This is an optimization exercise on Yosys and OpenROAD, whose aim is small area, not a production implementation. Function was checked by simulation only, so behaviour that the tests miss may differ from the original.

--- flow/design.v ---
module cordic_fa(input a, input b, input c, output s, output co);
   assign s = a ^ b ^ c;
   assign co = (a & b) | (a & c) | (b & c);
endmodule
module cordic_ha(input a, input b, output s, output co);
   assign s = a ^ b;
   assign co = a & b;
endmodule
module cordic_xor(input a, input b, output y);
   assign y = a ^ b;
endmodule
module cordic_rca #(parameter N = 16) (input [N-1:0] a, input [N-1:0] b, input ci, output [N-1:0] s);
   wire [N:0] c;
   wire t;
   assign c[0] = ci;
   genvar k;
   generate for (k = 0; k < N - 1; k = k + 1) begin : gb
      cordic_fa u (.a(a[k]), .b(b[k]), .c(c[k]), .s(s[k]), .co(c[k+1]));
   end endgenerate
   cordic_xor xt (.a(a[N-1]), .b(b[N-1]), .y(t));
   cordic_xor xs (.a(t), .b(c[N-1]), .y(s[N-1]));
endmodule
module cordic_zstep #(parameter N = 14, parameter [15:0] A = 16'h0, parameter L = 0)
                     (input [N-1:0] z, input neg, output [N-1:0] zn);
   localparam [15:0] NA = ~A + 16'd1;
   wire [N:0] c;
   genvar k;
   generate
      if (L > 0) begin : lo
         assign zn[L-1:0] = z[L-1:0];
      end
      assign zn[L] = ~z[L];
      assign c[L+1] = z[L];
      for (k = L + 1; k < N; k = k + 1) begin : gb
         if (A[k] == 1'b0 && NA[k] == 1'b0) begin : h0
            cordic_ha u (.a(z[k]), .b(c[k]), .s(zn[k]), .co(c[k+1]));
         end else if (A[k] == 1'b1 && NA[k] == 1'b1) begin : h1
            cordic_fa u (.a(z[k]), .b(1'b1), .c(c[k]), .s(zn[k]), .co(c[k+1]));
         end else if (A[k] == 1'b1) begin : fp
            cordic_fa u (.a(z[k]), .b(neg), .c(c[k]), .s(zn[k]), .co(c[k+1]));
         end else begin : fn
            cordic_fa u (.a(z[k]), .b(~neg), .c(c[k]), .s(zn[k]), .co(c[k+1]));
         end
      end
   endgenerate
endmodule
module cordic_zsign #(parameter N = 11, parameter [15:0] P = 16'h0, parameter [15:0] M = 16'h0)
                     (input [N-1:0] z, input neg, output s);
   reg c;
   reg b;
   integer k;
   always @* begin
      c = 1'b0;
      for (k = 0; k < N - 1; k = k + 1) begin
         if (P[k] == M[k]) b = P[k];
         else b = P[k] ? neg : ~neg;
         c = (z[k] & b) | (z[k] & c) | (b & c);
      end
      if (P[N-1] == M[N-1]) b = P[N-1];
      else b = P[N-1] ? neg : ~neg;
   end
   assign s = z[N-1] ^ b ^ c;
endmodule
module cordic_maj(input a, input b, input c, output y);
   assign y = (a & b) | (a & c) | (b & c);
endmodule
module cordic_scale(input [15:0] v, output [15:0] o);
   wire [15:0] u = {~v[15], v[14:0]};
   wire [15:0] w = {v[15], ~v[14:0]};
   wire s1, c2; cordic_fa f2 (.a(u[0]), .b(u[2]), .c(w[5]), .s(s1), .co(c2));
   wire s3, c4; cordic_fa f4 (.a(u[1]), .b(u[3]), .c(w[6]), .s(s3), .co(c4));
   wire s5, c6; cordic_fa f6 (.a(u[2]), .b(u[4]), .c(w[7]), .s(s5), .co(c6));
   wire s7, c8; cordic_ha h8 (.a(u[10]), .b(u[12]), .s(s7), .co(c8));
   wire s9, c10; cordic_fa f10 (.a(u[3]), .b(u[5]), .c(w[8]), .s(s9), .co(c10));
   wire s11, c12; cordic_ha h12 (.a(u[11]), .b(u[13]), .s(s11), .co(c12));
   wire s13, c14; cordic_fa f14 (.a(u[4]), .b(u[6]), .c(w[9]), .s(s13), .co(c14));
   wire s15, c16; cordic_fa f16 (.a(w[0]), .b(u[3]), .c(u[5]), .s(s15), .co(c16));
   wire s17, c18; cordic_fa f18 (.a(w[1]), .b(u[4]), .c(u[6]), .s(s17), .co(c18));
   wire s19, c20; cordic_fa f20 (.a(w[2]), .b(u[5]), .c(u[7]), .s(s19), .co(c20));
   wire s21, c22; cordic_fa f22 (.a(u[0]), .b(w[3]), .c(u[6]), .s(s21), .co(c22));
   wire s23, c24; cordic_ha h24 (.a(u[8]), .b(u[9]), .s(s23), .co(c24));
   wire s25, c26; cordic_fa f26 (.a(u[1]), .b(w[4]), .c(u[7]), .s(s25), .co(c26));
   wire s27, c28; cordic_fa f28 (.a(u[9]), .b(u[10]), .c(w[12]), .s(s27), .co(c28));
   wire s29, c30; cordic_fa f30 (.a(u[8]), .b(u[10]), .c(u[11]), .s(s29), .co(c30));
   wire s31, c32; cordic_fa f32 (.a(w[13]), .b(s1), .c(1'b1), .s(s31), .co(c32));
   wire s33, c34; cordic_fa f34 (.a(u[9]), .b(u[11]), .c(u[12]), .s(s33), .co(c34));
   wire s35, c36; cordic_fa f36 (.a(w[14]), .b(s3), .c(c2), .s(s35), .co(c36));
   wire s37, c38; cordic_fa f38 (.a(u[13]), .b(w[15]), .c(1'b1), .s(s37), .co(c38));
   wire s39, c40; cordic_fa f40 (.a(s5), .b(s7), .c(c4), .s(s39), .co(c40));
   wire s41, c42; cordic_fa f42 (.a(u[14]), .b(s9), .c(1'b1), .s(s41), .co(c42));
   wire s43, c44; cordic_fa f44 (.a(s11), .b(c6), .c(c8), .s(s43), .co(c44));
   wire s45, c46; cordic_fa f46 (.a(u[12]), .b(u[14]), .c(u[15]), .s(s45), .co(c46));
   wire s47, c48; cordic_fa f48 (.a(s13), .b(c10), .c(c12), .s(s47), .co(c48));
   wire s49, c50; cordic_fa f50 (.a(u[5]), .b(u[7]), .c(w[10]), .s(s49), .co(c50));
   wire s51, c52; cordic_fa f52 (.a(u[13]), .b(u[15]), .c(c14), .s(s51), .co(c52));
   wire s53, c54; cordic_fa f54 (.a(u[6]), .b(u[8]), .c(w[11]), .s(s53), .co(c54));
   wire s55; assign s55 = ~u[14];
   wire s57, c58; cordic_fa f58 (.a(u[7]), .b(u[9]), .c(w[12]), .s(s57), .co(c58));
   wire s59, c60; cordic_ha h60 (.a(u[8]), .b(u[10]), .s(s59), .co(c60));
   wire s61, c62; cordic_ha h62 (.a(u[9]), .b(u[11]), .s(s61), .co(c62));
   wire s63, c64; cordic_ha h64 (.a(u[0]), .b(u[2]), .s(s63), .co(c64));
   wire s65, c66; cordic_fa f66 (.a(u[1]), .b(u[3]), .c(u[4]), .s(s65), .co(c66));
   wire s67, c68; cordic_fa f68 (.a(u[2]), .b(u[4]), .c(u[5]), .s(s67), .co(c68));
   wire s69, c70; cordic_fa f70 (.a(u[6]), .b(w[8]), .c(1'b1), .s(s69), .co(c70));
   wire s71, c72; cordic_fa f72 (.a(u[7]), .b(w[9]), .c(s17), .s(s71), .co(c72));
   wire s73, c74; cordic_fa f74 (.a(u[8]), .b(w[10]), .c(s19), .s(s73), .co(c74));
   wire s75, c76; cordic_fa f76 (.a(w[11]), .b(s21), .c(s23), .s(s75), .co(c76));
   wire s77, c78; cordic_fa f78 (.a(s25), .b(s27), .c(c22), .s(s77), .co(c78));
   wire s79, c80; cordic_fa f80 (.a(s29), .b(s31), .c(c26), .s(s79), .co(c80));
   wire s81, c82; cordic_fa f82 (.a(s33), .b(s35), .c(c30), .s(s81), .co(c82));
   wire s83, c84; cordic_fa f84 (.a(s37), .b(s39), .c(c34), .s(s83), .co(c84));
   wire s85, c86; cordic_fa f86 (.a(s41), .b(s43), .c(c38), .s(s85), .co(c86));
   wire s87, c88; cordic_fa f88 (.a(s45), .b(s47), .c(c42), .s(s87), .co(c88));
   wire s89, c90; cordic_fa f90 (.a(s49), .b(s51), .c(c46), .s(s89), .co(c90));
   wire s91, c92; cordic_fa f92 (.a(s53), .b(s55), .c(c50), .s(s91), .co(c92));
   wire s93, c94; cordic_fa f94 (.a(u[15]), .b(s57), .c(c54), .s(s93), .co(c94));
   wire s95, c96; cordic_fa f96 (.a(w[13]), .b(s59), .c(1'b1), .s(s95), .co(c96));
   wire s97, c98; cordic_fa f98 (.a(w[14]), .b(s61), .c(1'b1), .s(s97), .co(c98));
   wire s99, c100; cordic_fa f100 (.a(u[10]), .b(u[12]), .c(w[15]), .s(s99), .co(c100));
   wire s101, c102; cordic_ha h102 (.a(u[11]), .b(u[13]), .s(s101), .co(c102));
   wire s103, c104; cordic_ha h104 (.a(u[12]), .b(u[14]), .s(s103), .co(c104));
   wire s105, c106; cordic_ha h106 (.a(u[0]), .b(u[1]), .s(s105), .co(c106));
   wire s107, c108; cordic_fa f108 (.a(u[1]), .b(u[2]), .c(w[4]), .s(s107), .co(c108));
   wire s109, c110; cordic_fa f110 (.a(u[3]), .b(w[5]), .c(s63), .s(s109), .co(c110));
   wire s111, c112; cordic_fa f112 (.a(w[6]), .b(s65), .c(c64), .s(s111), .co(c112));
   wire s113, c114; cordic_fa f114 (.a(w[7]), .b(s67), .c(c66), .s(s113), .co(c114));
   wire s115, c116; cordic_fa f116 (.a(s15), .b(s69), .c(c68), .s(s115), .co(c116));
   wire s117, c118; cordic_fa f118 (.a(c16), .b(s71), .c(c70), .s(s117), .co(c118));
   wire s119, c120; cordic_fa f120 (.a(c18), .b(s73), .c(c72), .s(s119), .co(c120));
   wire s121, c122; cordic_fa f122 (.a(c20), .b(s75), .c(c74), .s(s121), .co(c122));
   wire s123, c124; cordic_fa f124 (.a(c24), .b(s77), .c(c76), .s(s123), .co(c124));
   wire s125, c126; cordic_fa f126 (.a(c28), .b(s79), .c(c78), .s(s125), .co(c126));
   wire s127, c128; cordic_fa f128 (.a(c32), .b(s81), .c(c80), .s(s127), .co(c128));
   wire s129, c130; cordic_fa f130 (.a(c36), .b(s83), .c(c82), .s(s129), .co(c130));
   wire s131, c132; cordic_fa f132 (.a(c40), .b(s85), .c(c84), .s(s131), .co(c132));
   wire s133, c134; cordic_fa f134 (.a(c44), .b(s87), .c(c86), .s(s133), .co(c134));
   wire s135, c136; cordic_fa f136 (.a(c48), .b(s89), .c(c88), .s(s135), .co(c136));
   wire s137, c138; cordic_fa f138 (.a(c52), .b(s91), .c(c90), .s(s137), .co(c138));
   wire s139, c140; cordic_fa f140 (.a(u[14]), .b(s93), .c(c92), .s(s139), .co(c140));
   wire s141, c142; cordic_fa f142 (.a(c58), .b(s95), .c(c94), .s(s141), .co(c142));
   wire s143, c144; cordic_fa f144 (.a(c60), .b(s97), .c(c96), .s(s143), .co(c144));
   wire s145, c146; cordic_fa f146 (.a(c62), .b(s99), .c(c98), .s(s145), .co(c146));
   wire s147, c148; cordic_fa f148 (.a(s101), .b(c100), .c(1'b1), .s(s147), .co(c148));
   wire s149, c150; cordic_fa f150 (.a(s103), .b(c102), .c(1'b1), .s(s149), .co(c150));
   wire s151, c152; cordic_fa f152 (.a(u[13]), .b(u[15]), .c(c104), .s(s151), .co(c152));
   wire s153; assign s153 = ~u[14];
   wire g168 = u[0] & w[2];
   wire p169 = u[0] | w[2];
   wire g170 = w[3] & s105;
   wire p171 = w[3] | s105;
   wire g172 = s107 & c106;
   wire p173 = s107 | c106;
   wire g174 = s109 & c108;
   wire p175 = s109 | c108;
   wire g176 = s111 & c110;
   wire p177 = s111 | c110;
   wire g178 = s113 & c112;
   wire p179 = s113 | c112;
   wire g180 = s115 & c114;
   wire p181 = s115 | c114;
   wire g182 = s117 & c116;
   wire p183 = s117 | c116;
   wire g184 = s119 & c118;
   wire p185 = s119 | c118;
   wire g186 = s121 & c120;
   wire p187 = s121 | c120;
   wire g188 = s123 & c122;
   wire p189 = s123 | c122;
   wire g190 = s125 & c124;
   wire p191 = s125 | c124;
   wire g192 = 1'b0 | (w[1] & w[0]);
   wire p193 = w[1] & 1'b1;
   wire g194 = g170 | (p171 & g168);
   wire p195 = p171 & p169;
   wire g196 = g194 | (p195 & g192);
   wire p197 = p195 & p193;
   wire g198 = g174 | (p175 & g172);
   wire p199 = p175 & p173;
   wire g200 = g176 | (p177 & g198);
   wire p201 = p177 & p199;
   wire g202 = g200 | (p201 & g196);
   wire p203 = p201 & p197;
   wire g204 = g180 | (p181 & g178);
   wire p205 = p181 & p179;
   wire g206 = g184 | (p185 & g182);
   wire p207 = p185 & p183;
   wire g208 = g206 | (p207 & g204);
   wire p209 = p207 & p205;
   wire g210 = g188 | (p189 & g186);
   wire p211 = p189 & p187;
   wire g212 = g190 | (p191 & g210);
   wire p213 = p191 & p211;
   wire g214 = g212 | (p213 & g208);
   wire p215 = p213 & p209;
   wire g216 = g214 | (p215 & g202);
   wire p217 = p215 & p203;
   wire t218, r219; cordic_fa g219 (.a(s127), .b(c126), .c(g216), .s(t218), .co(r219));
   wire t220, r221; cordic_fa g221 (.a(s129), .b(c128), .c(r219), .s(t220), .co(r221));
   wire t222, r223; cordic_fa g223 (.a(s131), .b(c130), .c(r221), .s(t222), .co(r223));
   wire t224, r225; cordic_fa g225 (.a(s133), .b(c132), .c(r223), .s(t224), .co(r225));
   wire t226, r227; cordic_fa g227 (.a(s135), .b(c134), .c(r225), .s(t226), .co(r227));
   wire t228, r229; cordic_fa g229 (.a(s137), .b(c136), .c(r227), .s(t228), .co(r229));
   wire t230, r231; cordic_fa g231 (.a(s139), .b(c138), .c(r229), .s(t230), .co(r231));
   wire t232, r233; cordic_fa g233 (.a(s141), .b(c140), .c(r231), .s(t232), .co(r233));
   wire t234, r235; cordic_fa g235 (.a(s143), .b(c142), .c(r233), .s(t234), .co(r235));
   wire t236, r237; cordic_fa g237 (.a(s145), .b(c144), .c(r235), .s(t236), .co(r237));
   wire t238, r239; cordic_fa g239 (.a(s147), .b(c146), .c(r237), .s(t238), .co(r239));
   wire t240, r241; cordic_fa g241 (.a(s149), .b(c148), .c(r239), .s(t240), .co(r241));
   wire t242, r243; cordic_fa g243 (.a(s151), .b(c150), .c(r241), .s(t242), .co(r243));
   wire t244, r245; cordic_fa g245 (.a(s153), .b(c152), .c(r243), .s(t244), .co(r245));
   wire t246, r247; cordic_fa g247 (.a(u[15]), .b(u[14]), .c(r245), .s(t246), .co(r247));
   wire t248 = ~r247;
   wire t249, r250; cordic_ha g250 (.a(s143), .b(c142), .s(t249), .co(r250));
   wire t251, r252; cordic_fa g252 (.a(s145), .b(c144), .c(r250), .s(t251), .co(r252));
   wire t253, r254; cordic_fa g254 (.a(s147), .b(c146), .c(r252), .s(t253), .co(r254));
   wire t255, r256; cordic_fa g256 (.a(s149), .b(c148), .c(r254), .s(t255), .co(r256));
   wire t257, r258; cordic_fa g258 (.a(s151), .b(c150), .c(r256), .s(t257), .co(r258));
   wire t259, r260; cordic_fa g260 (.a(s153), .b(c152), .c(r258), .s(t259), .co(r260));
   wire t261, r262; cordic_fa g262 (.a(u[15]), .b(u[14]), .c(r260), .s(t261), .co(r262));
   wire t263 = ~r262;
   wire t264, r265; cordic_fa g265 (.a(s143), .b(c142), .c(1'b1), .s(t264), .co(r265));
   wire t266, r267; cordic_fa g267 (.a(s145), .b(c144), .c(r265), .s(t266), .co(r267));
   wire t268, r269; cordic_fa g269 (.a(s147), .b(c146), .c(r267), .s(t268), .co(r269));
   wire t270, r271; cordic_fa g271 (.a(s149), .b(c148), .c(r269), .s(t270), .co(r271));
   wire t272, r273; cordic_fa g273 (.a(s151), .b(c150), .c(r271), .s(t272), .co(r273));
   wire t274, r275; cordic_fa g275 (.a(s153), .b(c152), .c(r273), .s(t274), .co(r275));
   wire t276, r277; cordic_fa g277 (.a(u[15]), .b(u[14]), .c(r275), .s(t276), .co(r277));
   wire t278 = ~r277;
   wire q279 = r233 ? r277 : r262;
   assign o = {(r233 ? t278 : t263), (r233 ? t276 : t261), (r233 ? t274 : t259), (r233 ? t272 : t257), (r233 ? t270 : t255), (r233 ? t268 : t253), (r233 ? t266 : t251), (r233 ? t264 : t249), t232, t230, t228, t226, t224, t222, t220, t218};
endmodule
module Cordic(input clk, input signed [15:0] Xin, input signed [15:0] Yin, input [15:0] angle,
              output reg signed [15:0] Xout, output reg signed [15:0] Yout);
   wire [13:0] z1 = {~angle[13], angle[12:0]};      
   wire [13:0] z2n;                                  
   cordic_zstep #(14, 16'h12e4, 2) zs1 (.z(z1), .neg(z1[13]), .zn(z2n));
   reg [15:0] x0, y0;
   reg [1:0]  q0;
   reg        d1;
   reg [13:0] z2;
   always @(posedge clk) begin
      x0 <= Xin; y0 <= Yin; q0 <= angle[15:14]; d1 <= z1[13]; z2 <= z2n;
   end
   wire [15:0] low1;                                 
   assign low1[0] = 1'b0;
   genvar k;
   generate for (k = 1; k < 16; k = k + 1) begin : gl
      assign low1[k] = low1[k-1] | y0[k-1];
   end endgenerate
   wire mx  = q0[1] ^ q0[0];     
   wire my  = ~q0[1];            
   wire mxy = q0[1];             
   wire myy = q0[1] ^ q0[0];     
   wire [15:0] x1n, y1n;
   wire [15:0] addx1_a = y0 ^ ({16{my}} & low1);
   wire [15:0] addx1_b = x0;
   wire addx1_s = mx;
   assign x1n[0] = addx1_a[0] ^ addx1_b[0];
   cordic_rca #(15) addx1 (.a(addx1_a[15:1]), .b(addx1_b[15:1] ^ {15{addx1_s}}),
                     .ci(addx1_s ? (addx1_a[0] | ~addx1_b[0]) : (addx1_a[0] & addx1_b[0])), .s(x1n[15:1]));
   wire [15:0] addy1_a = y0 ^ ({16{myy}} & low1);
   wire [15:0] addy1_b = x0;
   wire addy1_s = mxy;
   assign y1n[0] = addy1_a[0] ^ addy1_b[0];
   cordic_rca #(15) addy1 (.a(addy1_a[15:1]), .b(addy1_b[15:1] ^ {15{addy1_s}}),
                     .ci(addy1_s ? (addy1_a[0] | ~addy1_b[0]) : (addy1_a[0] & addy1_b[0])), .s(y1n[15:1]));
   wire [12:0] z3n;                                  
   cordic_zstep #(13, 16'h09fb, 0) zs2 (.z(z2[12:0]), .neg(z2[13]), .zn(z3n));
   reg [15:0] x1, y1;
   reg [2:1]  d1r;
   reg [12:0] z3;
   always @(posedge clk) begin
      x1 <= x1n; y1 <= y1n; d1r <= {z2[13], d1}; z3 <= z3n;
   end
   wire [15:0] x2n, y2n;
   wire [15:0] ax1_a = x1;
   wire [15:0] ax1_b = {{1{y1[15]}}, y1[15:1]};
   wire ax1_s = ~d1r[1];
   assign x2n[0] = ax1_a[0] ^ ax1_b[0];
   cordic_rca #(15) ax1 (.a(ax1_a[15:1]), .b(ax1_b[15:1] ^ {15{ax1_s}}),
                     .ci(ax1_s ? (ax1_a[0] | ~ax1_b[0]) : (ax1_a[0] & ax1_b[0])), .s(x2n[15:1]));
   wire [15:0] ay1_a = y1;
   wire [15:0] ay1_b = {{1{x1[15]}}, x1[15:1]};
   wire ay1_s = d1r[1];
   assign y2n[0] = ay1_a[0] ^ ay1_b[0];
   cordic_rca #(15) ay1 (.a(ay1_a[15:1]), .b(ay1_b[15:1] ^ {15{ay1_s}}),
                     .ci(ay1_s ? (ay1_a[0] | ~ay1_b[0]) : (ay1_a[0] & ay1_b[0])), .s(y2n[15:1]));
   wire [11:0] z4n;                                  
   cordic_zstep #(12, 16'h0511, 0) zs3 (.z(z3[11:0]), .neg(z3[12]), .zn(z4n));
   reg [15:0] x2, y2; reg [3:2] d2r; reg [11:0] z4;
   always @(posedge clk) begin
      x2 <= x2n; y2 <= y2n; d2r <= {z3[12], d1r[2]}; z4 <= z4n;
   end
   wire [15:0] x3n, y3n;
   wire [15:0] ax2_a = x2;
   wire [15:0] ax2_b = {{2{y2[15]}}, y2[15:2]};
   wire ax2_s = ~d2r[2];
   assign x3n[0] = ax2_a[0] ^ ax2_b[0];
   cordic_rca #(15) ax2 (.a(ax2_a[15:1]), .b(ax2_b[15:1] ^ {15{ax2_s}}),
                     .ci(ax2_s ? (ax2_a[0] | ~ax2_b[0]) : (ax2_a[0] & ax2_b[0])), .s(x3n[15:1]));
   wire [15:0] ay2_a = y2;
   wire [15:0] ay2_b = {{2{x2[15]}}, x2[15:2]};
   wire ay2_s = d2r[2];
   assign y3n[0] = ay2_a[0] ^ ay2_b[0];
   cordic_rca #(15) ay2 (.a(ay2_a[15:1]), .b(ay2_b[15:1] ^ {15{ay2_s}}),
                     .ci(ay2_s ? (ay2_a[0] | ~ay2_b[0]) : (ay2_a[0] & ay2_b[0])), .s(y3n[15:1]));
   wire [10:0] z5n;                                  
   cordic_zstep #(11, 16'h028b, 0) zs4 (.z(z4[10:0]), .neg(z4[11]), .zn(z5n));
   reg [15:0] x3, y3; reg [4:3] d3r; reg [10:0] z5;
   always @(posedge clk) begin
      x3 <= x3n; y3 <= y3n; d3r <= {z4[11], d2r[3]}; z5 <= z5n;
   end
   wire [15:0] x4n, y4n;
   wire [15:0] ax3_a = x3;
   wire [15:0] ax3_b = {{3{y3[15]}}, y3[15:3]};
   wire ax3_s = ~d3r[3];
   assign x4n[0] = ax3_a[0] ^ ax3_b[0];
   cordic_rca #(15) ax3 (.a(ax3_a[15:1]), .b(ax3_b[15:1] ^ {15{ax3_s}}),
                     .ci(ax3_s ? (ax3_a[0] | ~ax3_b[0]) : (ax3_a[0] & ax3_b[0])), .s(x4n[15:1]));
   wire [15:0] ay3_a = y3;
   wire [15:0] ay3_b = {{3{x3[15]}}, x3[15:3]};
   wire ay3_s = d3r[3];
   assign y4n[0] = ay3_a[0] ^ ay3_b[0];
   cordic_rca #(15) ay3 (.a(ay3_a[15:1]), .b(ay3_b[15:1] ^ {15{ay3_s}}),
                     .ci(ay3_s ? (ay3_a[0] | ~ay3_b[0]) : (ay3_a[0] & ay3_b[0])), .s(y4n[15:1]));
   wire d6n, d7m, d7p;
   cordic_zsign #(11, 16'h0145, 16'hfebb) zg6 (.z(z5), .neg(z5[10]), .s(d6n));
   cordic_zsign #(11, 16'h00a3, 16'hfe19) zg7m (.z(z5), .neg(z5[10]), .s(d7m));   
   cordic_zsign #(11, 16'h01e7, 16'hff5d) zg7p (.z(z5), .neg(z5[10]), .s(d7p));   
   reg [15:0] x4, y4; reg [7:4] d4r;
   always @(posedge clk) begin
      x4 <= x4n; y4 <= y4n; d4r <= {d6n ? d7p : d7m, d6n, z5[10], d3r[4]};
   end
   wire [15:0] x5n, y5n;
   wire [15:0] ax4_a = x4;
   wire [15:0] ax4_b = {{4{y4[15]}}, y4[15:4]};
   wire ax4_s = ~d4r[4];
   assign x5n[0] = ax4_a[0] ^ ax4_b[0];
   cordic_rca #(15) ax4 (.a(ax4_a[15:1]), .b(ax4_b[15:1] ^ {15{ax4_s}}),
                     .ci(ax4_s ? (ax4_a[0] | ~ax4_b[0]) : (ax4_a[0] & ax4_b[0])), .s(x5n[15:1]));
   wire [15:0] ay4_a = y4;
   wire [15:0] ay4_b = {{4{x4[15]}}, x4[15:4]};
   wire ay4_s = d4r[4];
   assign y5n[0] = ay4_a[0] ^ ay4_b[0];
   cordic_rca #(15) ay4 (.a(ay4_a[15:1]), .b(ay4_b[15:1] ^ {15{ay4_s}}),
                     .ci(ay4_s ? (ay4_a[0] | ~ay4_b[0]) : (ay4_a[0] & ay4_b[0])), .s(y5n[15:1]));
   reg [15:0] x5, y5; reg [7:5] d5r;
   always @(posedge clk) begin
      x5 <= x5n; y5 <= y5n; d5r <= d4r[7:5];
   end
   wire [15:0] x6n, y6n;
   wire [15:0] ax5_a = x5;
   wire [15:0] ax5_b = {{5{y5[15]}}, y5[15:5]};
   wire ax5_s = ~d5r[5];
   assign x6n[0] = ax5_a[0] ^ ax5_b[0];
   cordic_rca #(15) ax5 (.a(ax5_a[15:1]), .b(ax5_b[15:1] ^ {15{ax5_s}}),
                     .ci(ax5_s ? (ax5_a[0] | ~ax5_b[0]) : (ax5_a[0] & ax5_b[0])), .s(x6n[15:1]));
   wire [15:0] ay5_a = y5;
   wire [15:0] ay5_b = {{5{x5[15]}}, x5[15:5]};
   wire ay5_s = d5r[5];
   assign y6n[0] = ay5_a[0] ^ ay5_b[0];
   cordic_rca #(15) ay5 (.a(ay5_a[15:1]), .b(ay5_b[15:1] ^ {15{ay5_s}}),
                     .ci(ay5_s ? (ay5_a[0] | ~ay5_b[0]) : (ay5_a[0] & ay5_b[0])), .s(y6n[15:1]));
   reg [15:0] x6, y6; reg [7:6] d6r;
   always @(posedge clk) begin
      x6 <= x6n; y6 <= y6n; d6r <= d5r[7:6];
   end
   wire [15:0] x7n, y7n;
   wire [15:0] ax6_a = x6;
   wire [15:0] ax6_b = {{6{y6[15]}}, y6[15:6]};
   wire ax6_s = ~d6r[6];
   assign x7n[0] = ax6_a[0] ^ ax6_b[0];
   cordic_rca #(15) ax6 (.a(ax6_a[15:1]), .b(ax6_b[15:1] ^ {15{ax6_s}}),
                     .ci(ax6_s ? (ax6_a[0] | ~ax6_b[0]) : (ax6_a[0] & ax6_b[0])), .s(x7n[15:1]));
   wire [15:0] ay6_a = y6;
   wire [15:0] ay6_b = {{6{x6[15]}}, x6[15:6]};
   wire ay6_s = d6r[6];
   assign y7n[0] = ay6_a[0] ^ ay6_b[0];
   cordic_rca #(15) ay6 (.a(ay6_a[15:1]), .b(ay6_b[15:1] ^ {15{ay6_s}}),
                     .ci(ay6_s ? (ay6_a[0] | ~ay6_b[0]) : (ay6_a[0] & ay6_b[0])), .s(y7n[15:1]));
   reg [15:0] x7, y7; reg d7r;
   always @(posedge clk) begin x7 <= x7n; y7 <= y7n; d7r <= d6r[7]; end
   wire [15:0] x8n, y8n;
   wire [15:0] ax7_a = x7;
   wire [15:0] ax7_b = {{7{y7[15]}}, y7[15:7]};
   wire ax7_s = ~d7r;
   assign x8n[0] = ax7_a[0] ^ ax7_b[0];
   cordic_rca #(15) ax7 (.a(ax7_a[15:1]), .b(ax7_b[15:1] ^ {15{ax7_s}}),
                     .ci(ax7_s ? (ax7_a[0] | ~ax7_b[0]) : (ax7_a[0] & ax7_b[0])), .s(x8n[15:1]));
   wire [15:0] ay7_a = y7;
   wire [15:0] ay7_b = {{7{x7[15]}}, x7[15:7]};
   wire ay7_s = d7r;
   assign y8n[0] = ay7_a[0] ^ ay7_b[0];
   cordic_rca #(15) ay7 (.a(ay7_a[15:1]), .b(ay7_b[15:1] ^ {15{ay7_s}}),
                     .ci(ay7_s ? (ay7_a[0] | ~ay7_b[0]) : (ay7_a[0] & ay7_b[0])), .s(y8n[15:1]));
   reg [15:0] x8, y8;
   always @(posedge clk) begin x8 <= x8n; y8 <= y8n; end
   wire [15:0] xs8, ys8;
   cordic_scale scx (.v(x8), .o(xs8));
   cordic_scale scy (.v(y8), .o(ys8));
   always @(posedge clk) begin
      Xout <= xs8;
      Yout <= ys8;
   end
endmodule
--- flow/flow/run.sh ---
#!/bin/bash
# The standard layout (standard synthesis included), except that the port
# buffers use the smallest buffer cell and clock tree synthesis adds no dummy
# loads. ORFS keeps each step's log under orfs/logs/; the make output goes to
# standard.log.
set -euo pipefail
export BUFFER_PORTS_ARGS="-buffer_cell sky130_fd_sc_hd__buf_1"
export CTS_ARGS="-sink_clustering_enable -repair_clock_nets -dont_use_dummy_load -buf_list sky130_fd_sc_hd__clkbuf_8 -sink_clustering_size 18 -sink_clustering_max_diameter 80"
bash standard.sh > standard.log 2>&1
--- flow/standard.sh ---
#!/bin/bash
# synth_recipe.tcl (not shown) runs the flow's synth.tcl, then flattens the netlist and writes it again
# the make line also repeats each setting of config.mk as NAME=value (left out here)
make -C /OpenROAD-flow-scripts/flow DESIGN_CONFIG=/design/flow/config.mk WORK_HOME=/design/flow/orfs CLKGATE_MAP_FILE= SYNTH_SCRIPT=/design/flow/synth_recipe.tcl "${@:-finish}"
--- flow/config.mk ---
export PLATFORM = sky130hd
export DESIGN_NAME = Cordic
export DESIGN_NICKNAME = Cordic
export VERILOG_FILES = /design/flow/design.v
export SDC_FILE = /design/flow/constraint.sdc
export NUM_CORES = 4
export LEC_CHECK = 0
export CAP_MARGIN = 0
export CORE_MARGIN = 2
export CORE_UTILIZATION = 70
export PLACE_DENSITY = 0.75
export SLEW_MARGIN = 0
export SYNTH_HIERARCHICAL = 1
--- flow/constraint.sdc ---
create_clock -name core_clock -period 7.0 [get_ports {clk}]
set_input_delay 1.4000 -clock core_clock [delete_from_list [all_inputs] [get_ports {clk}]]
set_output_delay 1.4000 -clock core_clock [all_outputs]
set_load 0.01 [all_outputs]
==> impl_metrics.yaml, run 1 <==
run_status:
  status: "finished clean"
floorplan:
  core_sq_mm: 0.0294
  dieArea_sq_mm: 0.0310
  die_w_um: 176
  start_util_pct: 70.6
  io_pins: 81
  rows: 63
  die_y_um: 176
placed_design:
  placed_cells: 1848
  place_congestion: 0.885
  dp_slack_ns: 0.226
  io_buffers: 80
  hpwl_um: 25400
finish:
  ff_latch_area_sq_mm: 0.00777
  finish.utilization_pct: 74.7
  n_antenna_cell: 0
  multi_input_area_sq_mm: 0.0126
  stdcell_count: 1874
  layout-drive-gt1-share_pct: 6.67
  synthToLayoutAreaGrowth_pct: 5.83
  final_nets: 1997
  num-fill-cells: 1919
logic_synthesis:
  synth.most_common_cell: "fa_1"
  synth-simple-area-share_pct: 1.74
  synth-xor-area-share_pct: 11.2
  async_flop_share_pct: 0
  ys_seq_elements: 388
  synthAdderAreaFrac_pct: 43.8
  syn_area_sq_mm: 0.0208
  syn-mean-instance-area_sq_um: 15.1
  ys_top_cells_by_area: "fa_1, dfxtp_1, xor2_1"
  syn_inst: 1377
  synth_top_area_share_pct: 42.6
  yosysWarnings: 10
  synth_top_family_by_area: "adder cells"
  synth_top_area_cell: "fa_1"
  synth_edf_count: 0
  synthDistinctLibCells: 48
  netlist_top_cells_count: "fa_1, dfxtp_1, xor2_1"
  synthFlopType: "dfxtp_1"
  ys_seq_area_share_pct: 37.4
  synth_mux_area_share_pct: 1.40
  synth-compound-area-share_pct: 2.29
clock_tree:
  cts-root-buf: "clkbuf_8"
  clockBufferDepth: 3
  tritoncts: "yes"
  insertion_delay_ns: 0.58
  cts.sink_count: 388
  htree_num_levels: 1
  cts_hold_buf: 0
  cts_buffers: 26
  ctsResizeCount: 0
  clk_pin_slew_ns: 0.10
  postCtsSetupBuffers: 0
grt:
  grt-ovfl-total: 0
  antenna_found_initial: 0
  grt_pass1_wl_um: 51700
  grt_max_degree: 29
  gr-usage-all-layers_pct: 21.4
  first_global_vias: 11200
timing:
  setup_viol_count_final: 0
  timing.hold.ws_ns: 0.330
  period_share_pct: 96.5
  finClkSkew_ns: 0.0454
  period_minus_slack_ns: 6.76
  rsz0062_at_grt: "false"
  fin_ws_ns: 0.243
  slew_headroom_pct: 21.8
  hold_viol: 0
  tightest_slew_ns: 1.17
  max_freq_mhz: 148
  tns_ns: 0
  drv_slew: 0
worst_setup_path:
  path_buf_inv: 0
  cpMostUsedCell: "fa_1"
  critical-path-top-delay-family: "adder cells"
  arrival_ns: 7.22
  cp.required_ns: 7.46
  cp_slowest_stage_delay_ns: 0.46
  cp_max_fo: 3
  cp-start-kind: "register"
  path_cells: "mux2_2 -> fa_1 -> fa_1 -> fa_1 -> fa_1 -> fa_1 -> fa_1 -> fa_1 -> fa_1 -> fa_1 -> fa_1 -> fa_1 -> fa_1 -> fa_1 -> fa_1 -> xor2_1"
  cp_slowest_cell: "fa_1"
  critPathKind: "register to register"
  crit_path_end_kind: "register"
worst_hold_path:
  hold_path_class: "register to register"
run:
  cap_viol_max_count: 0
routing:
  wl_um: 29800
  ant_nets: 0
  post_drt_wl_per_cell_um: 15.9
  drc_errors: 0
  via_per_inst: 5.08
  initialDrtViolationCount: 299
  dr.pass1.iters: 4
  vias: 9511
modules after synthesis (local to each module, per instance), excerpt:
module        area (sq um)  flops+latches
Cordic               10300            388
cordic_fa             20.0              0
cordic_ha             12.5              0
cordic_scale           400              0
cordic_xor            8.76              0
path summary, 6_finish.rpt:
| kind | slack [ns] | from | cells after the start | endpoint |
|---|---|---|---|---|
| hold / removal | 0.33 | d5r[7]$_DFF_P_ | 0 | d6r[7]$_DFF_P_ |
| setup / recovery | 0.24 | x5[5]$_DFF_P_ | 16 | y6[15]$_DFF_P_ |
| hold reg to reg | 0.33 | d5r[7]$_DFF_P_ | 0 | d6r[7]$_DFF_P_ |
| setup reg to reg | 0.24 | x5[5]$_DFF_P_ | 16 | y6[15]$_DFF_P_ |
placed cells by master (no fill, tap or decap), types with 20 or more instances in the layout:
cell,instances
buf_4,33
inv_1,44
xor2_1,161
nor2_1,34
fa_1,442
buf_1,80
ha_1,20
mux2_2,24
dfxtp_1,386
xnor2_1,103
clkbuf_8,26
area by class of cell:
cell class / count / share of cell area [%]
tap: 390 / 2.22
inverter: 44 / 0.752
sequential: 388 / 35.4
clock buffer: 26 / 1.63
timing repair buffer: 113 / 2.49
multi-input combinational: 913 / 57.5
worst register-to-register path, cell delays in order, from the launching register on:
cell,delay [ns]
dfxtp_1,0.41
mux2_2,0.37
fa_1,0.39
fa_1,0.41
fa_1,0.41
fa_1,0.42
fa_1,0.40
fa_1,0.40
fa_1,0.39
fa_1,0.46
fa_1,0.42
fa_1,0.40
fa_1,0.39
fa_1,0.39
fa_1,0.39
fa_1,0.40
xor2_1,0.18
through the flow:
stage	area, sq um
after floorplan	20800
after global placement	21600
after detailed placement	21600
after CTS	22000
after global routing	22000
final	22000
routing by layer:
metal / track usage, % / wire length (um) / up-vias / share of wire (%)
met2: 42.6 / 17500 / 164 / 59
li1: - / - / 4434 / -
met3: 2.33 / 805 / 80 / 2.7
met1: 22.9 / 10300 / 4833 / 34
met5: 0 / 0 / - / 0
met4: 8.44 / 1280 / 0 / 4.3
kinds of logic after synthesis:
| group | count (synthesis) |
|---|---|
| adder cells (fa/ha/maj) | 462 |
| flip-flops | 388 |
| XOR/XNOR | 266 |
| buffers and inverters | 92 |
| AND/OR/NAND/NOR | 71 |
| AO/OA/AOI/OAI | 70 |
| multiplexers | 26 |
| other | 2 |
==> inputs of run 2 (changes only) <==
--- a/flow/config.mk
+++ b/flow/config.mk
@@ -9,4 +9,5 @@
 export CORE_MARGIN = 2
 export CORE_UTILIZATION = 70
+export GPL_TIMING_DRIVEN = 0
 export PLACE_DENSITY = 0.75
 export SLEW_MARGIN = 0
==> run 2 against run 1 <==
Compared with the run above:
- flip-flop and latch count stayed put
- global-route usage is 0.55 points higher
- critical path type unchanged
- via count is 1.5% higher
- setup slack worse by 0.042 ns
==> impl_metrics.yaml, run 2 <==
run_status:
  status: "finished clean"
run:
  cap_viol_max_count: 0
floorplan:
  die_w_um: 176
  start_util_pct: 70.6
  die_y_um: 176
  rows: 63
  dieArea_sq_mm: 0.0310
  core_sq_mm: 0.0294
  io_pins: 81
finish:
  fin_area_sq_mm: 0.0221
  final_nets: 2004
  num-fill-cells: 1915
  final_cell_mix: "fa_1, dfxtp_1, xor2_1, xnor2_1, buf_1"
  multi_input_area_sq_mm: 0.0127
  stdcell_count: 1881
  synthToLayoutAreaGrowth_pct: 6.29
  final_common_cell: "fa_1"
  layout-drive-gt1-share_pct: 7.71
  n_antenna_cell: 0
  ff_latch_area_sq_mm: 0.00779
worst_hold_path:
  min-delay-start: "d1$_DFF_P_"
  hold_path_class: "register to register"
  holdPathStages: 0
clock_tree:
  cts_buffers: 25
  cts.sink_count: 388
  tritoncts: "yes"
  cts-root-buf: "clkbuf_8"
  clk_pin_slew_ns: 0.10
  insertion_delay_ns: 0.60
  clockBufferDepth: 3
  htree_num_levels: 1
logic_synthesis:
  ys_seq_elements: 388
  syn-mean-instance-area_sq_um: 15.1
  yosysWarnings: 10
  async_flop_share_pct: 0
  syn_inst: 1377
  netlist_top_cells_count: "fa_1, dfxtp_1, xor2_1"
  synthDistinctLibCells: 48
  synth_edf_count: 0
  syn_area_sq_mm: 0.0208
  synth.most_common_cell: "fa_1"
  ys_top_cells_by_area: "fa_1, dfxtp_1, xor2_1"
  ys_seq_area_share_pct: 37.4
  synthFlopType: "dfxtp_1"
  synth_top_area_cell: "fa_1"
  synth_top_area_share_pct: 42.6
routing:
  wl_um: 30800
  vias: 9653
  drc_errors: 0
  post_drt_wl_per_cell_um: 16.4
  ant_nets: 0
  via_per_inst: 5.13
  initialDrtViolationCount: 292
  dr.pass1.iters: 4
timing:
  tightest_slew_ns: 1.21
  slew_headroom_pct: 18.7
  setup_viol_count_final: 0
  finClkSkew_ns: 0.0397
  rsz0062_at_grt: "true"
  period_minus_slack_ns: 6.80
  tns_ns: 0
  max_freq_mhz: 147
  hold_viol: 0
  fin_ws_ns: 0.201
  period_share_pct: 97.1
  drv_slew: 0
placed_design:
  placed_area_sq_mm: 0.0216
  dp_slack_ns: -0.716
  place_congestion: 0.847
  io_buffers: 78
  hpwl_um: 26500
  placed_cells: 1861
worst_setup_path:
  crit_path_end_kind: "register"
  cp.required_ns: 7.46
  reg2regPathDepth: 17
  cp-startpoint: "d4r[4]$_DFF_P_"
  cp_slowest_stage_delay_ns: 0.45
  cp_slowest_cell: "dfxtp_2"
  cp_max_fo: 10
  critPathKind: "register to register"
  cpMostUsedCell: "fa_1"
  r2r_start: "d4r[4]$_DFF_P_"
  path_cells: "clkbuf_4 -> o21ai_0 -> fa_1 -> fa_1 -> fa_1 -> fa_1 -> fa_1 -> fa_1 -> fa_1 -> fa_1 -> fa_1 -> fa_1 -> fa_1 -> fa_1 -> fa_1 -> fa_1 -> xor2_1"
  arrival_ns: 7.26
  cp-start-kind: "register"
grt:
  grt_use_met1_pct: 21.4
  antenna_found_initial: 0
  grt_pass1_wl_um: 52800
  busiest_layer: "met2"
  grt_max_degree: 19
  first_global_vias: 11300
  grt-ovfl-total: 0
  gr-usage-all-layers_pct: 21.9
  use_met2_pct: 46.4
  met3_usage_pct: 2.71
## run 2: worst max-delay path: cells and delay by family (launching register included)
family / cells / cell delay [ns]
adders and majority gates: 14 / 5.60
DFF: 1 / 0.45
buffers and inverters: 1 / 0.30
xor gates and xnor gates: 1 / 0.16
AOI/OAI and AO/OA: 1 / 0.14
## run 2: cells by family (layout without fill, tap and decap cells)
family | count (synthesis) | count (layout) | share of synthesized area, %
AO/OA/AOI/OAI | 70 | 70 | 2.29
XOR/XNOR | 266 | 266 | 11.2
adder cells (fa/ha/maj) | 462 | 462 | 43.8
buffers and inverters | 92 | 190 | 2.06
flip-flops | 388 | 388 | 37.4
multiplexers | 26 | 26 | 1.40
other | 2 | 18 | 0.0362
AND/OR/NAND/NOR | 71 | 71 | 1.74
## run 2: modules after synthesis (local to each module, per instance), a selection
| module | area, sq um | cells inside | copies in the design |
|---|---|---|---|
| cordic_xor | 8.76 | 1 | 32 |
| cordic_fa | 20.0 | 1 | 442 |
| Cordic | 10300 | 718 | 1 |
| cordic_scale | 400 | 62 | 2 |
| cordic_ha | 12.5 | 1 | 20 |
## run 2: final timing paths
| check | slack (ns) | to |
|---|---|---|
| min reg2reg | 0.33 | d1r[1]$_DFF_P_ |
| min | 0.33 | d1r[1]$_DFF_P_ |
| max | 0.20 | x5[15]$_DFF_P_ |
| max reg2reg | 0.20 | x5[15]$_DFF_P_ |
## run 2: what timing repair did
| item | CTS | global route |
|---|---|---|
| pin swaps | 1 | 0 |
| endpoints found under the setup margin | 26 | 34 |
| hold endpoints to repair | 0 | 0 |
| hold buffers | 0 | 0 |
| setup buffers | 1 | 0 |
| gates resized for setup | 26 | 41 |
## run 2: area by class of cell
cell class / instances / area share, %
Buffer: 42 / 1.42
Clock buffer: 25 / 1.56
Inverter: 44 / 0.749
Multi-Input combinational cell: 913 / 57.4
Sequential cell: 388 / 35.3
Tap cell: 390 / 2.21
Timing Repair Buffer: 79 / 1.36
## run 2: metrics by stage
stage,hold WS (ns),utilization [%]
after floorplan,0.310,-
after global placement,0.312,73.5
after detailed placement,0.312,73.5
after CTS,0.331,74.8
after global routing,0.335,75.0
final,0.329,75.0
## run 2: routing by layer
metal,vias up,part of all wire [%]
met5,-,0
met4,0,3.1
met3,64,3.0
met2,154,61
met1,4981,32
li1,4454,-
==> inputs of run 3 (changes only) <==
--- a/flow/config.mk
+++ b/flow/config.mk
@@ -6,9 +6,8 @@
 export NUM_CORES = 4
 export LEC_CHECK = 0
-export CAP_MARGIN = 0
+export CAP_MARGIN = 5
 export CORE_MARGIN = 2
 export CORE_UTILIZATION = 70
-export GPL_TIMING_DRIVEN = 0
 export PLACE_DENSITY = 0.75
-export SLEW_MARGIN = 0
+export SLEW_MARGIN = 5
 export SYNTH_HIERARCHICAL = 1
==> run 3 against run 2 <==
Compared with the run above:
- critical path type unchanged
- sequential share of layout area rose by 0.079 points
- routed wire length decreased by 3.2%
- clock skew increased by 0.0057 ns
- highest routed layer unchanged
- via count fell by 1.5%
- critical path depth fell by 1
- area after synthesis unchanged
==> impl_metrics.yaml, run 3 <==
floorplan:
  io_pins: 81
  die_w_um: 176
  rows: 63
  core_sq_mm: 0.0294
  start_util_pct: 70.6
  die_y_um: 176
  dieArea_sq_mm: 0.0310
worst_setup_path:
  cp-start-kind: "register"
  cp.required_ns: 7.46
  cpMostUsedCell: "fa_1"
  reg2regPathDepth: 16
  critical-path-top-delay-family: "adder cells"
  arrival_ns: 7.22
  worstReg2RegEnd: "y6[15]$_DFF_P_"
  crit_path_end_kind: "register"
  critPathKind: "register to register"
  r2r_start: "x5[5]$_DFF_P_"
  cp_slowest_stage_delay_ns: 0.46
  rrSetupSlack_ns: 0.24
  path_cells: "mux2_2 -> fa_1 -> fa_1 -> fa_1 -> fa_1 -> fa_1 -> fa_1 -> fa_1 -> fa_1 -> fa_1 -> fa_1 -> fa_1 -> fa_1 -> fa_1 -> fa_1 -> xor2_1"
  path_buf_inv: 0
  cp_max_fo: 3
  cp_slowest_cell: "fa_1"
placed_design:
  io_buffers: 80
  placed_area_sq_mm: 0.0216
  hpwl_um: 25400
  place_congestion: 0.885
  placed_cells: 1848
worst_hold_path:
  hold_path_end: "d6r[7]$_DFF_P_"
  hold_path_class: "register to register"
  holdPathStages: 0
  min-delay-start: "d5r[7]$_DFF_P_"
finish:
  layout-drive-gt1-share_pct: 6.67
  fin_area_sq_mm: 0.0220
  n_antenna_cell: 0
  final_common_cell: "fa_1"
  final_cell_mix: "fa_1, dfxtp_1, xor2_1, xnor2_1, buf_1"
  finish.utilization_pct: 74.7
  synthToLayoutAreaGrowth_pct: 5.83
  num-fill-cells: 1919
  stdcell_count: 1874
  final_nets: 1997
logic_synthesis:
  synth_edf_count: 0
  ys_seq_elements: 388
  ys_seq_area_share_pct: 37.4
  synth_top_area_cell: "fa_1"
  synth.most_common_cell: "fa_1"
  synthFlopType: "dfxtp_1"
  syn-mean-instance-area_sq_um: 15.1
  ys_top_cells_by_area: "fa_1, dfxtp_1, xor2_1"
  yosysWarnings: 10
  synthDistinctLibCells: 48
  async_flop_share_pct: 0
  syn_area_sq_mm: 0.0208
  syn_inst: 1377
  netlist_top_cells_count: "fa_1, dfxtp_1, xor2_1"
  synth_top_area_share_pct: 42.6
run:
  cap_viol_max_count: 0
clock_tree:
  cts_buffers: 26
  tritoncts: "yes"
  clk_pin_slew_ns: 0.10
  cts_hold_buf: 0
  cts-root-buf: "clkbuf_8"
  cts.sink_count: 388
  clockBufferDepth: 3
  insertion_delay_ns: 0.58
  htree_num_levels: 1
timing:
  period_minus_slack_ns: 6.76
  setup_viol_count_final: 0
  finClkSkew_ns: 0.0454
  period_share_pct: 96.5
  tightest_slew_ns: 1.17
  rsz0062_at_grt: "false"
  tns_ns: 0
  drv_slew: 0
  max_freq_mhz: 148
  hold_viol: 0
  slew_headroom_pct: 21.8
routing:
  wl_um: 29800
  vias: 9511
  post_drt_wl_per_cell_um: 15.9
  drc_errors: 0
  initialDrtViolationCount: 299
  ant_nets: 0
  via_per_inst: 5.08
  dr.pass1.iters: 4
grt:
  grt-ovfl-total: 0
  first_global_vias: 11200
  grt_pass1_wl_um: 51700
  grt_max_degree: 29
  antenna_found_initial: 0
  gr-usage-all-layers_pct: 21.4
run_status:
  status: "finished clean"
==> run 3: cell counts after synthesis <==
Identical to the previous run, type by type.
==> run 3: how the worst max path moves through the flow <==
stage | endpoint | startpoint | cells past startpoint
2_1_floorplan | x3[15]$_DFF_P_ | d2r[2]$_DFF_P_ | 18
3_3_place_gp | y1[15]$_DFF_P_ | q0[0]$_DFF_P_ | 18
3_5_place_dp | y1[15]$_DFF_P_ | q0[0]$_DFF_P_ | 18
4_1_cts | y1[15]$_DFF_P_ | q0[0]$_DFF_P_ | 18
5_1_grt | y1[15]$_DFF_P_ | q0[0]$_DFF_P_ | 18
6_report | y6[15]$_DFF_P_ | x5[5]$_DFF_P_ | 16
==> run 3: metal layers <==
layer,global-route usage [%],routed length (um)
met2,42.6,17500
met5,0,0
met3,2.33,805
met1,22.9,10300
met4,8.44,1280
==> run 3: repair_timing <==
| item | CTS | global route |
|---|---|---|
| setup buffers | 0 | 0 |
| resized for setup | 0 | 4 |
| setup endpoints to repair | 0 | 1 |
==> run 3: through the flow <==
step	worst slack, ns	hold slack [ns]
floorplan	0.0753	0.310
global placement	0.256	0.312
detailed placement	0.226	0.313
CTS	0.203	0.331
global route	0.00558	0.339
finish	0.243	0.330
==> run 3: kinds of logic after synthesis <==
| family | Yosys count | share of synthesized area [%] |
|---|---|---|
| and+or+nand+nor | 71 | 1.74 |
| other | 2 | 0.0362 |
| AOI/OAI and AO/OA | 70 | 2.29 |
| xor gates and xnor gates | 266 | 11.2 |
| buffers and inverters | 92 | 2.06 |
| muxes | 26 | 1.40 |
| DFF | 388 | 37.4 |
| adders and majority gates | 462 | 43.8 |
==> run 3: Yosys stat by module (local to each module, per instance), excerpt <==
module | copies in the design | cells
cordic_ha | 20 | 1
cordic_xor | 32 | 1
cordic_fa | 442 | 1
Cordic | 1 | 718
cordic_scale | 2 | 62
==> run 3: final cells by class <==
class	instances	area [sq um]	share of cell area, %
repair buffers	113	548	2.49
multi-input cells	913	12600	57.5
inverters	44	165	0.752
well taps	390	488	2.22
clock buffers	26	358	1.63
flip-flops and latches	388	7770	35.4
==> inputs of run 4 (changes only) <==
--- a/flow/flow/run.sh
+++ b/flow/flow/run.sh
@@ -6,4 +6,4 @@
 set -euo pipefail
 export BUFFER_PORTS_ARGS="-buffer_cell sky130_fd_sc_hd__buf_1"
-export CTS_ARGS="-sink_clustering_enable -repair_clock_nets -dont_use_dummy_load -buf_list sky130_fd_sc_hd__clkbuf_8 -sink_clustering_size 18 -sink_clustering_max_diameter 80"
+export CTS_ARGS="-sink_clustering_enable -repair_clock_nets -dont_use_dummy_load -buf_list sky130_fd_sc_hd__clkbuf_8 -sink_clustering_size 20 -sink_clustering_max_diameter 90"
 bash standard.sh > standard.log 2>&1
--- a/flow/config.mk
+++ b/flow/config.mk
@@ -6,8 +6,8 @@
 export NUM_CORES = 4
 export LEC_CHECK = 0
-export CAP_MARGIN = 5
+export CAP_MARGIN = 0
 export CORE_MARGIN = 2
 export CORE_UTILIZATION = 70
 export PLACE_DENSITY = 0.75
-export SLEW_MARGIN = 5
+export SLEW_MARGIN = 0
 export SYNTH_HIERARCHICAL = 1
==> run 4 against run 3 <==
Compared with the run above:
- register-to-register slack is essentially flat
- setup slack improved by 0.013 ns
- maximum frequency grew 0.20%
- count of clock-buffer cells in the layout is 3 lower
- non-clock buffer count did not move
- cell count decreased by 0.16%
- largest cell class unchanged
==> impl_metrics.yaml, run 4 <==
run_status:
  status: "finished clean"
finish:
  final_nets: 1994
  n_antenna_cell: 0
  synthToLayoutAreaGrowth_pct: 5.63
  final_common_cell: "fa_1"
  multi_input_area_sq_mm: 0.0126
  finish.utilization_pct: 74.6
  layout-drive-gt1-share_pct: 6.41
  ff_latch_area_sq_mm: 0.00777
  num-fill-cells: 1909
  final_cell_mix: "fa_1, dfxtp_1, xor2_1, xnor2_1, buf_1"
timing:
  timing.hold.ws_ns: 0.317
  period_share_pct: 96.3
  tightest_slew_ns: 1.17
  setup_viol_count_final: 0
  max_freq_mhz: 148
  slew_headroom_pct: 21.7
  fin_ws_ns: 0.256
  finClkSkew_ns: 0.0229
  period_minus_slack_ns: 6.74
  drv_slew: 0
  hold_viol: 0
routing:
  vias: 9509
  post_drt_wl_per_cell_um: 15.9
  ant_nets: 0
  dr.pass1.iters: 4
  wl_um: 29700
  via_per_inst: 5.08
  drc_errors: 0
  initialDrtViolationCount: 369
grt:
  gr-usage-all-layers_pct: 21.4
  antenna_found_initial: 0
  first_global_vias: 11200
  grt_pass1_wl_um: 51800
  grt_max_degree: 29
  grt-ovfl-total: 0
floorplan:
  die_y_um: 176
  dieArea_sq_mm: 0.0310
  io_pins: 81
  start_util_pct: 70.6
  rows: 63
  die_w_um: 176
  core_sq_mm: 0.0294
worst_setup_path:
  rrSetupSlack_ns: 0.26
  cp-startpoint: "x5[5]$_DFF_P_"
  cp.required_ns: 7.45
  crit_path_end_kind: "register"
  cp_max_fo: 3
  critical-path-top-delay-family: "adder cells"
  path_buf_inv: 0
  cp_slowest_cell: "fa_1"
  reg2regPathDepth: 16
  critPathKind: "register to register"
  cp-endpoint: "y6[15]$_DFF_P_"
  cpMostUsedCell: "fa_1"
  path_cells: "mux2_2 -> fa_1 -> fa_1 -> fa_1 -> fa_1 -> fa_1 -> fa_1 -> fa_1 -> fa_1 -> fa_1 -> fa_1 -> fa_1 -> fa_1 -> fa_1 -> fa_1 -> xor2_1"
  cp-start-kind: "register"
  crit_cells: 16
  worstReg2RegEnd: "y6[15]$_DFF_P_"
  arrival_ns: 7.20
  cp_slowest_stage_delay_ns: 0.46
  r2r_start: "x5[5]$_DFF_P_"
worst_hold_path:
  hold_path_class: "register to register"
clock_tree:
  postCtsSetupBuffers: 0
  insertion_delay_ns: 0.56
  cts-root-buf: "clkbuf_8"
  clockBufferDepth: 3
  cts.sink_count: 388
  tritoncts: "yes"
  htree_num_levels: 1
  clk_pin_slew_ns: 0.12
  cts_buffers: 23
logic_synthesis:
  yosysWarnings: 10
  ys_top_cells_by_area: "fa_1, dfxtp_1, xor2_1"
  syn_area_sq_mm: 0.0208
  synth_edf_count: 0
  netlist_top_cells_count: "fa_1, dfxtp_1, xor2_1"
  ys_seq_elements: 388
  synthFlopType: "dfxtp_1"
  synth.most_common_cell: "fa_1"
  synth_top_area_cell: "fa_1"
  syn-mean-instance-area_sq_um: 15.1
  syn_inst: 1377
  synthDistinctLibCells: 48
  ys_seq_area_share_pct: 37.4
  async_flop_share_pct: 0
  synth_top_area_share_pct: 42.6
placed_design:
  place_congestion: 0.885
  io_buffers: 80
  hpwl_um: 25400
  dp_slack_ns: 0.226
run:
  cap_viol_max_count: 0
## run 4: area by class of cell
class                      instances  share of cell area [%]
multi-input combinational        913                    57.6
sequential                       388                    35.4
timing repair buffer             113                    2.50
tap                              390                    2.23
clock buffer                      23                    1.44
inverter                          44                   0.753
## run 4: worst min path at each step
stage | to | cells after the start | start
finish | d2r[2]$_DFF_P_ | 0 | d1r[2]$_DFF_P_
global route | d2r[2]$_DFF_P_ | 0 | d1r[2]$_DFF_P_
CTS | d2r[2]$_DFF_P_ | 0 | d1r[2]$_DFF_P_
detailed placement | d7r$_DFF_P_ | 0 | d6r[7]$_DFF_P_
global placement | d5r[6]$_DFF_P_ | 0 | d4r[6]$_DFF_P_
floorplan | d1r[1]$_DFF_P_ | 0 | d1$_DFF_P_
## run 4: cell families (layout without fill, tap and decap cells)
| family | count (synthesis) | count (layout) | share of synthesized area (%) |
|---|---|---|---|
| compound gates | 70 | 70 | 2.29 |
| xor+xnor | 266 | 266 | 11.2 |
| fa+ha+maj | 462 | 462 | 43.8 |
| buf+inv | 92 | 180 | 2.06 |
| flops | 388 | 388 | 37.4 |
| mux | 26 | 26 | 1.40 |
| other cells | 2 | 18 | 0.0362 |
| simple gates | 71 | 71 | 1.74 |
## run 4: timing repair
action	CTS	global route
hold buffers	0	0
gates resized for setup	0	3
endpoints found under the setup margin	0	1
## run 4: metal layers
metal / share of wire, % / up-vias / track usage, % / wire (um)
met5: 0 / - / 0 / 0
met4: 3.8 / 0 / 7.47 / 1120
met3: 3.0 / 78 / 2.41 / 886
met2: 59 / 158 / 43.1 / 17600
met1: 34 / 4841 / 22.8 / 10200
li1: - / 4432 / - / -
## run 4: per-stage QoR
| stage | area [sq um] | cells | TNS [ns] |
|---|---|---|---|
| after floorplan | 20800 | 1393 | 0 |
| after global placement | 21600 | 1848 | 0 |
| after detailed placement | 21600 | 1848 | 0 |
| after CTS | 21900 | 1871 | 0 |
| after global routing | 21900 | 1871 | -0.00694 |
| final | 21900 | 1871 | 0 |
## run 4: modules after synthesis (local to each module, per instance), a selection
module        flip-flops and latches  copies in the design
cordic_scale                       0                     2
cordic_ha                          0                    20
cordic_fa                          0                   442
Cordic                           388                     1
cordic_xor                         0                    32

==> afterwards: timing with drivers on the ports <==
Ports are ideal in the flow. The routed layouts listed here were re-timed in OpenROAD.
Step 1: set_driving_cell puts a clkbuf_16 on clk and a buf_2 on each other input, an assumption about the parent block.
Step 2, shift: input delay + t, output delay - t, t = (earliest + latest rising clock arrival at the registers) / 2. This alone moves slack from input paths to output paths.
Three values: ideal ports, drivers, drivers and shift; two values: the first two.
run | t (ns) | setup WS [ns] | clock arrival spread, ns
run 1 | 0.607 | 0.243 / 0.243 / 0.243 | 0.046 / 0.046
run 2 | 0.627 | 0.201 / 0.201 / 0.201 | 0.040 / 0.040
run 3 | 0.607 | 0.243 / 0.243 / 0.243 | 0.046 / 0.046
run 4 | 0.595 | 0.256 / 0.256 / 0.256 | 0.026 / 0.027
After both steps every run listed still meets setup and hold.
